This design comes from an exercise in tuning for small area and a short achievable clock period on the open sky130 flow, not from production work.
In this exercise RTL edits were held to simulation tests only and were not proved equivalent to the original.

==> flow/design.v (excerpt) <==
module mul64(clk, a, b, p);
input clk;
input [63:0] a;
input [63:0] b;
output reg [127:0] p;
reg [63:0] a_q;
reg [63:0] b_q;
wire [127:0] prod;
bit64 u_mul(.inp1(a_q), .inp2(b_q), .outp(prod));
always @(posedge clk) begin
    a_q <= a;
    b_q <= b;
    p <= prod;
end
endmodule
==> flow/config.mk <==
export PLATFORM = sky130hd
export DESIGN_NAME = mul64
export DESIGN_NICKNAME = mul64
export VERILOG_FILES = /design/flow/design.v
export SDC_FILE = /design/flow/constraint.sdc
export NUM_CORES = 8
export LEC_CHECK = 0
export CAP_MARGIN = 10
export CORE_MARGIN = 2
export CORE_UTILIZATION = 30
export PLACE_DENSITY = 0.35
export SLEW_MARGIN = 10
export SYNTH_HIERARCHICAL = 1
==> flow/constraint.sdc <==
create_clock -name core_clock -period 52.0 [get_ports {clk}]
set_input_delay 10.4000 -clock core_clock [delete_from_list [all_inputs] [get_ports {clk}]]
set_output_delay 10.4000 -clock core_clock [all_outputs]
set_load 0.01 [all_outputs]
standard.sh (not shown) runs the stock make flow with config.mk's settings and CLKGATE_MAP_FILE= SYNTH_SCRIPT=/design/flow/synth_recipe.tcl, a recipe that flattens the netlist after the stock synthesis.
==> flow/flow/run.sh <==
#!/bin/bash
# Layout flow: the standard ORFS flow (standard.sh), with ORFS's own repair
# knobs set: timing repair aims for a setup slack margin of 40.5 ns, port buffers
# start as the smallest buffer (timing repair upsizes them where needed), and
# gate cloning is off. ORFS writes each tool's log under orfs/logs; this
# script's own output goes to standard.log.
set -uo pipefail
export SETUP_SLACK_MARGIN=40.5
export BUFFER_PORTS_ARGS="-buffer_cell sky130_fd_sc_hd__buf_1"
export SKIP_GATE_CLONING=1
bash standard.sh > standard.log 2>&1
The starting point finished but failed the layout checks on capacitance limit, slew limit.
==> next run, changes <==
==> flow/flow/run.sh (replaced) <==
#!/bin/bash
# Layout flow: the standard ORFS flow (standard.sh), with ORFS's own repair
# knobs set: timing repair aims for a setup slack margin, port buffers use a
# plain buffer cell, and gate cloning is off. ORFS writes each tool's log under
# orfs/logs; this script's own output goes to standard.log.
set -uo pipefail
export SETUP_SLACK_MARGIN=40.5
export BUFFER_PORTS_ARGS="-buffer_cell sky130_fd_sc_hd__buf_4"
export SKIP_GATE_CLONING=1
bash standard.sh > standard.log 2>&1
- CAP_MARGIN: 10 -> 40
- CORE_UTILIZATION: 30 -> 25
- PLACE_DENSITY: 0.35 -> 0.3
- SLEW_MARGIN: 10 -> 40
Outcome:
- The new run produced a clean layout
- setup slack loses 0.032 ns
- via count goes down by 0.71%
- critical path depth stays the same
==> next run, changes <==
==> flow/flow/run.sh (replaced) <==
#!/bin/bash
# Layout flow: the standard ORFS flow (standard.sh) with ORFS's own knobs:
# - before floorplanning, flow/downsize.tcl puts every combinational cell at
#   its smallest drive strength (timing repair sizes up what needs it);
# - timing repair aims for a setup slack margin of 40.5 ns;
# - port buffers start as the smallest buffer (repair upsizes them as needed);
# - gate cloning is off.
# ORFS writes each tool's log under orfs/logs; this script's output goes to
# standard.log.
set -uo pipefail
export PRE_FLOORPLAN_TCL="$PWD/flow/downsize.tcl"
export SETUP_SLACK_MARGIN=40.5
export BUFFER_PORTS_ARGS="-buffer_cell sky130_fd_sc_hd__buf_1"
export SKIP_GATE_CLONING=1
bash standard.sh > standard.log 2>&1
==> flow/flow/downsize.tcl (new file) <==
# Before floorplanning: put every combinational cell at the smallest drive
# strength of its footprint (same function and pins); timing repair later
# sizes up the cells that need it. Registers keep the cell synthesis gave them.
set db [ord::get_db]
set smallest [dict create]
foreach lib [$db getLibs] {
  foreach m [$lib getMasters] {
    set n [$m getName]
    if {[regexp {^(sky130_fd_sc_hd__[a-z0-9]+)_(\d+)$} $n -> base drv]} {
      set a [expr {[$m getWidth] * [$m getHeight]}]
      if {![dict exists $smallest $base] || $a < [lindex [dict get $smallest $base] 1]} {
        dict set smallest $base [list $m $a]
      }
    }
  }
}
set nswap 0
foreach inst [[ord::get_db_block] getInsts] {
  set m [$inst getMaster]
  set n [$m getName]
  if {![regexp {^(sky130_fd_sc_hd__[a-z0-9]+)_(\d+)$} $n -> base drv]} continue
  if {[string match "sky130_fd_sc_hd__df*" $n] || [string match "*clk*" $n] || [string match "*conb*" $n]} continue
  if {![dict exists $smallest $base]} continue
  set sm [lindex [dict get $smallest $base] 0]
  if {$sm ne $m && [$sm getWidth] < [$m getWidth]} {
    if {[$inst swapMaster $sm]} { incr nswap }
  }
}
puts "downsize: swapped $nswap instances to their smallest size"
- CORE_UTILIZATION: 25 -> 30
- PLACE_DENSITY: 0.3 -> 0.35
Outcome: The changed run completed with no timing, DRC or antenna violations. Worst hold slack gains 0.32 ns. First-iteration DRC count rises by 14%. Wire length falls by 1.6%. Final area falls by 2.6%. Synthesized cell count stays the same. Cell count falls by 5.8%.

mul64, a different RTL version from the one above (not shown whole).
Size in the first run: ~7,300 cells after synthesis, roughly 260 I/O pins.
clock: 52.0 ns
lec_check: 0
cap_margin: 40
core_margin: 2
core_utilization: 30
place_density: 0.35
slew_margin: 40
synth_hierarchical: 1
==> flow/flow/run.sh <==
#!/bin/bash
# Layout flow: the standard ORFS flow (standard.sh) with ORFS's own knobs:
# - before floorplanning, flow/downsize.tcl puts every combinational cell at
#   its smallest drive strength (timing repair sizes up what needs it);
# - timing repair aims for a setup slack margin of 40.5 ns;
# - port buffers start as the smallest buffer (repair upsizes them as needed);
# - gate cloning is off.
# ORFS writes each tool's log under orfs/logs; this script's output goes to
# standard.log.
set -uo pipefail
export PRE_FLOORPLAN_TCL="$PWD/flow/downsize.tcl"
export SETUP_SLACK_MARGIN=40.5
export BUFFER_PORTS_ARGS="-buffer_cell sky130_fd_sc_hd__buf_1"
export SKIP_GATE_CLONING=1
bash standard.sh > standard.log 2>&1
==> flow/flow/downsize.tcl <==
# Before floorplanning: put every combinational cell at the smallest drive
# strength of its footprint (same function and pins); timing repair later
# sizes up the cells that need it. Registers keep the cell synthesis gave them.
set db [ord::get_db]
set smallest [dict create]
foreach lib [$db getLibs] {
  foreach m [$lib getMasters] {
    set n [$m getName]
    if {[regexp {^(sky130_fd_sc_hd__[a-z0-9]+)_(\d+)$} $n -> base drv]} {
      set a [expr {[$m getWidth] * [$m getHeight]}]
      if {![dict exists $smallest $base] || $a < [lindex [dict get $smallest $base] 1]} {
        dict set smallest $base [list $m $a]
      }
    }
  }
}
set nswap 0
foreach inst [[ord::get_db_block] getInsts] {
  set m [$inst getMaster]
  set n [$m getName]
  if {![regexp {^(sky130_fd_sc_hd__[a-z0-9]+)_(\d+)$} $n -> base drv]} continue
  if {[string match "sky130_fd_sc_hd__df*" $n] || [string match "*clk*" $n] || [string match "*conb*" $n]} continue
  if {![dict exists $smallest $base]} continue
  set sm [lindex [dict get $smallest $base] 0]
  if {$sm ne $m && [$sm getWidth] < [$m getWidth]} {
    if {[$inst swapMaster $sm]} { incr nswap }
  }
}
puts "downsize: swapped $nswap instances to their smallest size"
==> next run, changes <==
CORE_UTILIZATION = 35   (was 30)
PLACE_DENSITY = 0.42   (was 0.35)
Result: The new run ran to the end with no violations; setup slack gets better by 30 ps; core utilization rose by 5.5 points; synthesized cell count stays the same; first-iteration DRC count rose by 9.5%; via count rose by 1.6%; wire length fell by 7.0%; count of clock-buffer cells in the layout rose by 3.

[port drivers added, routing unchanged]
How much do the figures lean on ideal ports? The routed layouts below were timed once more, with nothing changed but the port constraints.
Step 1 assumes that a clkbuf_16 drives the clock port and a buf_2 every other input.
Step 2 adds t to the input delays and takes it off the output delays; t is the mean of the earliest and latest rising clock arrival at the registers after step 1. Input paths then give back, and output paths get back, about the clock's delay inside the block.
a / b / c = ideal / step 1 / step 2; a / b = the first two.
run | t, ns | setup WS [ns] | worst setup path after step 2 | latest minus earliest clock arrival (ns)
the first run of note 1 | 0.801 | 40.395 / 40.285 / 40.632 | register to register | 0.083 / 0.083
the second run of note 1 | 0.812 | 40.362 / 40.253 / 40.728 | register to register | 0.061 / 0.062
the third run of note 1 | 0.790 | 40.410 / 40.301 / 40.500 | register to register | 0.033 / 0.033
the first run of note 2 | 0.748 | 40.468 / 40.372 / 40.525 | register to register | 0.033 / 0.033
the second run of note 2 | 0.732 | 40.498 / 40.405 / 40.608 | register to register | 0.039 / 0.039
